Background: an optimization exercise with open tools, aiming at small area. Do not read the settings as production practice. The RTL was checked by simulation tests, not by an equivalence proof against the original design.

== old ==
==> flow/design.v <==
module scaler_chan (
    input  logic       clk,
    input  logic       m_third,
    input  logic [9:0] i_pix,
    input  logic       ws,
    input  logic       step,
    input  logic       use_t,
    input  logic       w1,
    input  logic       w2,
    input  logic       w4,
    input  logic       f_sh1,
    input  logic       f_sh2,
    input  logic       f_d3,
    input  logic       f_d6,
    input  logic       f_d9,
    output logic [9:0] o_res
);
    function automatic [11:0] div3_14(input [13:0] v);
        logic [1:0] r;
        logic [2:0] t;
        integer i;
        r = 2'd0;
        div3_14 = '0;
        for (i = 13; i >= 0; i--) begin
            t = {r, v[i]};
            if (t >= 3'd3) begin
                if (i < 12) div3_14[i] = 1'b1;
                r = t - 3'd3;
            end else begin
                r = t[1:0];
            end
        end
    endfunction
    function automatic [9:0] div3_12(input [11:0] v);
        logic [1:0] r;
        logic [2:0] t;
        integer i;
        r = 2'd0;
        div3_12 = '0;
        for (i = 11; i >= 0; i--) begin
            t = {r, v[i]};
            if (t >= 3'd3) begin
                if (i < 10) div3_12[i] = 1'b1;
                r = t - 3'd3;
            end else begin
                r = t[1:0];
            end
        end
    endfunction
    logic [13:0] acc;
    logic [10:0] ff [0:15];    
    logic [10:0] fn [0:15];    
    logic        fx;           
    logic [13:0] tail;
    logic [13:0] head;
    logic [11:0] d3;
    logic [9:0]  d9;
    always_comb begin
        fn[0] = acc[10:0];
        for (int k = 1; k < 16; k++) fn[k] = ff[k-1];
        if (m_third) begin
            fn[11][0] = fx;
            fn[11][1] = ff[15][0];
            fn[11][2] = acc[12];
            fn[11][3] = ff[15][2];
            fn[11][4] = ff[15][3];
            fn[12][4] = acc[13];
            fn[11][5] = ff[15][4];
            fn[11][6] = ff[15][5];
        end
    end
    assign tail = m_third ? {ff[12][6], ff[11][4], ff[15][1], ff[10]} : {3'b000, ff[15]};
    assign head = {ff[12][4], ff[11][2], fx, ff[0]};
    wire [11:0] wp = ({12{w1}} & {2'b00, i_pix}) |
                     ({12{w2}} & {1'b0, i_pix, 1'b0}) |
                     ({12{w4}} & {i_pix, 2'b00});
    wire [13:0] base = ws ? (use_t ? tail : 14'd0) : acc;
    wire [13:0] acc_n = base + {2'b00, wp};
    assign d3 = div3_14(head);
    assign d9 = div3_12(d3);
    always_comb begin
        if (f_d9)       o_res = d9;
        else if (f_d6)  o_res = d3[10:1];
        else if (f_d3)  o_res = d3[9:0];
        else if (f_sh2) o_res = head[11:2];
        else if (f_sh1) o_res = head[10:1];
        else            o_res = head[9:0];
    end
    always_ff @(posedge clk) begin
        acc <= acc_n;
        if (step) begin
            fx <= acc[11];
            for (int k = 0; k < 16; k++) ff[k] <= fn[k];
        end
    end
endmodule
`timescale 1ns / 1ps
module scaler_top #(
    parameter int VSW   = 2,
    parameter int VBP   = 2,
    parameter int VACT  = 11,
    parameter int VFP   = 2,
    parameter int HSW   = 4,
    parameter int HBP   = 8,
    parameter int HACT  = 31,
    parameter int HFP   = 8,
    parameter int ADDR_WIDTH     = 5,
    parameter int RGB_WIDTH      = 10,
    parameter int RAM_DATA_WIDTH = 30,
    parameter int VSYNC_POL      = 0,
    parameter int HSYNC_POL      = 0
)(
    input  logic                   clk,
    input  logic                   rstn,
    input  logic [1:0]             i_mode,
    input  logic [1:0]             i_method,
    input  logic                   i_vsync,
    input  logic                   i_hsync,
    input  logic                   i_de,
    input  logic [RGB_WIDTH-1:0]   i_r_data,
    input  logic [RGB_WIDTH-1:0]   i_g_data,
    input  logic [RGB_WIDTH-1:0]   i_b_data,
    output logic                   o_vsync,
    output logic                   o_hsync,
    output logic                   o_de_scaled,
    output logic [RGB_WIDTH-1:0]   o_r_scaled,
    output logic [RGB_WIDTH-1:0]   o_g_scaled,
    output logic [RGB_WIDTH-1:0]   o_b_scaled
);
    wire m_byp  = (i_mode == 2'b00);
    wire m_half = (i_mode == 2'b01);
    wire m_third= (i_mode == 2'b10);
    wire avg    = i_method[0];
    wire m_cross  = m_third && (i_method == 2'b10);
    logic [4:0] lc;
    logic [5:0] hc;
    logic       first;    
    always_ff @(posedge clk or negedge rstn) begin
        if (!rstn) begin
            lc    <= 5'd17;
            hc    <= 6'd0;
            first <= 1'b1;
        end else if (lc == 5'd17) begin
            if (i_vsync) begin
                lc <= 5'd0;
                hc <= 6'd1;
            end
        end else begin
            if (hc == 6'd50) begin
                hc <= 6'd0;
                lc <= lc + 5'd1;
            end else begin
                hc <= hc + 6'd1;
            end
            if (lc == 5'd16) first <= 1'b0;
        end
    end
    wire inx   = (hc >= 6'd12) && (hc <= 6'd42);
    wire [5:0] x = hc - 6'd12;
    wire [1:0] xm3 = x % 3;
    wire x30   = (hc == 6'd42);
    wire x33   = (hc == 6'd45);
    wire row10 = (lc == 5'd14);
    wire row11 = (lc == 5'd15);
    wire r0    = (lc == 5'd4) || (lc == 5'd7) || (lc == 5'd10) || (lc == 5'd13);
    wire r1    = (lc == 5'd5) || (lc == 5'd8) || (lc == 5'd11) || (lc == 5'd14);
    wire r2    = (lc == 5'd6) || (lc == 5'd9) || (lc == 5'd12);
    logic ws;
    always_comb begin
        if (m_byp)       ws = 1'b1;
        else if (m_half) ws = inx && !x[0];
        else             ws = inx && (xm3 == 2'd0);
    end
    wire step = ws || (!m_byp && x33);
    wire use_t = !m_byp && (m_half ? lc[0] : !r0);
    logic w1, w2, w4;
    always_comb begin
        w1 = 1'b0; w2 = 1'b0; w4 = 1'b0;
        if (m_byp) w1 = 1'b1;
        else if (m_half) begin
            if (avg) begin
                if (x30) w2 = 1'b1; else w1 = 1'b1;
            end else begin
                w1 = !lc[0] && !x[0];
            end
        end else begin
            if (m_cross) begin
                if (r1) begin
                    if (x30) w4 = 1'b1;
                    else if (xm3 == 2'd1) w2 = 1'b1;
                    else w1 = 1'b1;
                end else begin
                    w1 = x30 || (xm3 == 2'd1);
                end
            end else if (avg) begin
                if (row10) w2 = 1'b1; else w1 = 1'b1;
            end else begin
                w1 = r0 && (xm3 == 2'd0);
            end
        end
    end
    logic f_sh1, f_sh2, f_d3, f_d6, f_d9;
    always_comb begin
        f_sh1 = 1'b0; f_sh2 = 1'b0; f_d3 = 1'b0; f_d6 = 1'b0; f_d9 = 1'b0;
        if (m_half && avg) begin
            if (row11) f_sh1 = 1'b1; else f_sh2 = 1'b1;
        end else if (m_cross) f_d6 = 1'b1;
        else if (m_third && avg) begin
            if (hc == 6'd47) f_d3 = 1'b1; else f_d9 = 1'b1;
        end
    end
    logic vs_d, hs_d, de_d;
    logic vs_n, hs_n, de_n;
    always_comb begin
        vs_n = 1'b0; hs_n = 1'b0; de_n = 1'b0;
        if (m_byp) begin
            vs_n = vs_d; hs_n = hs_d; de_n = de_d;
        end else if (m_half) begin
            vs_n = ((lc == 5'd1) && (hc >= 6'd3)) || (lc == 5'd2) || ((lc == 5'd3) && (hc <= 6'd2));
            hs_n = (lc <= 5'd16) && (hc >= 6'd3) && (hc <= 6'd6) && ((lc != 5'd0) || ((hc == 6'd3) && !first));
            de_n = (lc[0] && (lc >= 5'd5) && (lc <= 5'd15)) && (hc >= 6'd15) && (hc <= 6'd45) && hc[0];
        end else if (m_third) begin
            vs_n = ((lc == 5'd1) && (hc >= 6'd4)) || (lc == 5'd2) || ((lc == 5'd3) && (hc <= 6'd3));
            hs_n = (lc <= 5'd16) && (hc >= 6'd4) && (hc <= 6'd7) && ((lc != 5'd0) || ((hc == 6'd4) && !first));
            de_n = ((r2 && (hc <= 6'd46)) || (row11 && (hc <= 6'd43))) && (hc >= 6'd16) && (xm3 == 2'd1);
        end
    end
    always_ff @(posedge clk or negedge rstn) begin
        if (!rstn) begin
            vs_d <= 1'b0; hs_d <= 1'b0; de_d <= 1'b0;
            o_vsync <= 1'b0; o_hsync <= 1'b0; o_de_scaled <= 1'b0;
        end else begin
            vs_d <= i_vsync; hs_d <= i_hsync; de_d <= i_de;
            o_vsync <= vs_n; o_hsync <= hs_n; o_de_scaled <= de_n;
        end
    end
    logic [9:0] res_r, res_g, res_b;
    scaler_chan u_r (.clk(clk), .m_third(m_third), .i_pix(i_r_data), .ws(ws), .step(step),
                     .use_t(use_t), .w1(w1), .w2(w2), .w4(w4), .f_sh1(f_sh1), .f_sh2(f_sh2), .f_d3(f_d3), .f_d6(f_d6), .f_d9(f_d9), .o_res(res_r));
    scaler_chan u_g (.clk(clk), .m_third(m_third), .i_pix(i_g_data), .ws(ws), .step(step),
                     .use_t(use_t), .w1(w1), .w2(w2), .w4(w4), .f_sh1(f_sh1), .f_sh2(f_sh2), .f_d3(f_d3), .f_d6(f_d6), .f_d9(f_d9), .o_res(res_g));
    scaler_chan u_b (.clk(clk), .m_third(m_third), .i_pix(i_b_data), .ws(ws), .step(step),
                     .use_t(use_t), .w1(w1), .w2(w2), .w4(w4), .f_sh1(f_sh1), .f_sh2(f_sh2), .f_d3(f_d3), .f_d6(f_d6), .f_d9(f_d9), .o_res(res_b));
    assign o_r_scaled = res_r & {10{o_de_scaled}};
    assign o_g_scaled = res_g & {10{o_de_scaled}};
    assign o_b_scaled = res_b & {10{o_de_scaled}};
endmodule
Settings: LEC_CHECK=0, ABC_AREA=1, CAP_MARGIN=20, CORE_MARGIN=2, CORE_UTILIZATION=40, SLEW_MARGIN=20; clock period 20.0 ns.
run.sh (not shown) runs the stock make flow with config.mk's settings and CLKGATE_MAP_FILE= SYNTH_SCRIPT=/design/flow/synth_recipe.tcl, a recipe that flattens the netlist after the stock synthesis.
old has completed all stages; timing, DRC and antenna checks passed.
The inputs of new differ from those of old as listed below.
-- flow/design.v --
<<< old, line 51
    logic [10:0] ff [0:15];    
    logic [10:0] fn [0:15];    
    logic        fx;           
    logic [13:0] tail;
    logic [13:0] head;
    logic [11:0] d3;
    logic [9:0]  d9;
>>> new, line 51
    logic [10:0] ff [0:15];    
    logic [10:0] fn [0:15];    
    logic [13:0] tail;
    logic [9:0]  fres;
    logic [11:0] d3;
    logic [9:0]  d9;
<<< old, line 60
        for (int k = 1; k < 16; k++) fn[k] = ff[k-1];
        if (m_third) begin
            fn[11][0] = fx;
            fn[11][1] = ff[15][0];
            fn[11][2] = acc[12];
            fn[11][3] = ff[15][2];
            fn[11][4] = ff[15][3];
            fn[12][4] = acc[13];
            fn[11][5] = ff[15][4];
            fn[11][6] = ff[15][5];
        end
    end
    assign tail = m_third ? {ff[12][6], ff[11][4], ff[15][1], ff[10]} : {3'b000, ff[15]};
    assign head = {ff[12][4], ff[11][2], fx, ff[0]};
    wire [11:0] wp = ({12{w1}} & {2'b00, i_pix}) |
                     ({12{w2}} & {1'b0, i_pix, 1'b0}) |
>>> new, line 59
        for (int k = 1; k < 16; k++) fn[k] = ff[k-1];
        if (m_third) begin
            fn[11][0] = acc[11];
            fn[11][1] = ff[15][0];
            fn[11][2] = ff[15][1];
            fn[12][2] = acc[12];
            fn[11][3] = ff[15][2];
            fn[11][4] = ff[15][3];
            fn[13][4] = acc[13];
            fn[11][5] = ff[15][4];
            fn[11][6] = ff[15][5];
        end
    end
    assign tail = m_third ? {ff[13][6], ff[12][4], ff[11][2], ff[10]} : {3'b000, ff[15]};
    wire [11:0] wp = ({12{w1}} & {2'b00, i_pix}) |
                     ({12{w2}} & {1'b0, i_pix, 1'b0}) |
<<< old, line 77
    wire [13:0] base = ws ? (use_t ? tail : 14'd0) : acc;
    wire [13:0] acc_n = base + {2'b00, wp};
    assign d3 = div3_14(head);
    assign d9 = div3_12(d3);
    always_comb begin
        if (f_d9)       o_res = d9;
        else if (f_d6)  o_res = d3[10:1];
        else if (f_d3)  o_res = d3[9:0];
        else if (f_sh2) o_res = head[11:2];
        else if (f_sh1) o_res = head[10:1];
        else            o_res = head[9:0];
    end
    always_ff @(posedge clk) begin
        acc <= acc_n;
        if (step) begin
            fx <= acc[11];
            for (int k = 0; k < 16; k++) ff[k] <= fn[k];
        end
>>> new, line 76
    wire [13:0] base = ws ? (use_t ? tail : 14'd0) : acc;
    wire [13:0] acc_n = base + {2'b00, wp};
    assign d3 = div3_14(acc);
    assign d9 = div3_12(d3);
    always_comb begin
        if (f_d9)       fres = d9;
        else if (f_d6)  fres = d3[10:1];
        else if (f_d3)  fres = d3[9:0];
        else if (f_sh2) fres = acc[11:2];
        else if (f_sh1) fres = acc[10:1];
        else            fres = acc[9:0];
    end
    always_ff @(posedge clk) begin
        acc <= acc_n;
        if (step) begin
            o_res <= fres;
            for (int k = 0; k < 16; k++) ff[k] <= fn[k];
        end
<<< old, line 207
        end else if (m_cross) f_d6 = 1'b1;
        else if (m_third && avg) begin
            if (hc == 6'd47) f_d3 = 1'b1; else f_d9 = 1'b1;
        end
    end
>>> new, line 206
        end else if (m_cross) f_d6 = 1'b1;
        else if (m_third && avg) begin
            if (x33) f_d3 = 1'b1; else f_d9 = 1'b1;
        end
    end
new has completed all stages; timing, DRC and antenna checks passed.
Having completed the whole flow, old delivered a layout that passed the timing, DRC and antenna checks.
A kind of critical path of reg2out is what old shows, while in2reg belongs to new.
new vs. old: total detailed-routing wirelength rose about 7%; routed length on met2 went up 8.1%; synthesized cell count +13.
[compare] base=old new=new: half-perimeter wire length after placement now sits higher; arrival time of data at the critical path endpoint now sits higher.

## what the ideal ports hide
The flow's constraints put no driver on any port. The routed layouts listed below were extracted and timed again, unchanged, in two steps. Step 1 sets driving cells, clkbuf_16 on the clock port and buf_2 on the other inputs (assumed; they add their load-dependent delay and slew). Step 2, shift: input delay + t, output delay - t, t = (earliest + latest rising clock arrival at the registers) / 2. This alone moves slack from input paths to output paths. Slacks: no drivers / after step 1 / after step 2; pairs: no drivers / after step 1.
| run | t (ns) | setup WS [ns] | hold WS [ns] | clock arrival spread, ns | pins driven straight from the clock port |
|---|---|---|---|---|---|
| old | 0.665 | 6.194 / 6.136 / 6.801 | 0.409 / 0.409 / 0.409 | 0.015 / 0.014 | 1 |
| new | 0.672 | 10.626 / 10.660 / 9.988 | 0.400 / 0.400 / 0.400 | 0.039 / 0.039 | 1 |
After both steps setup and hold are still met in every run listed. For new, which loses most, drivers alone change the setup slack by +0.034 ns; drivers and shift together by -0.638 ns.
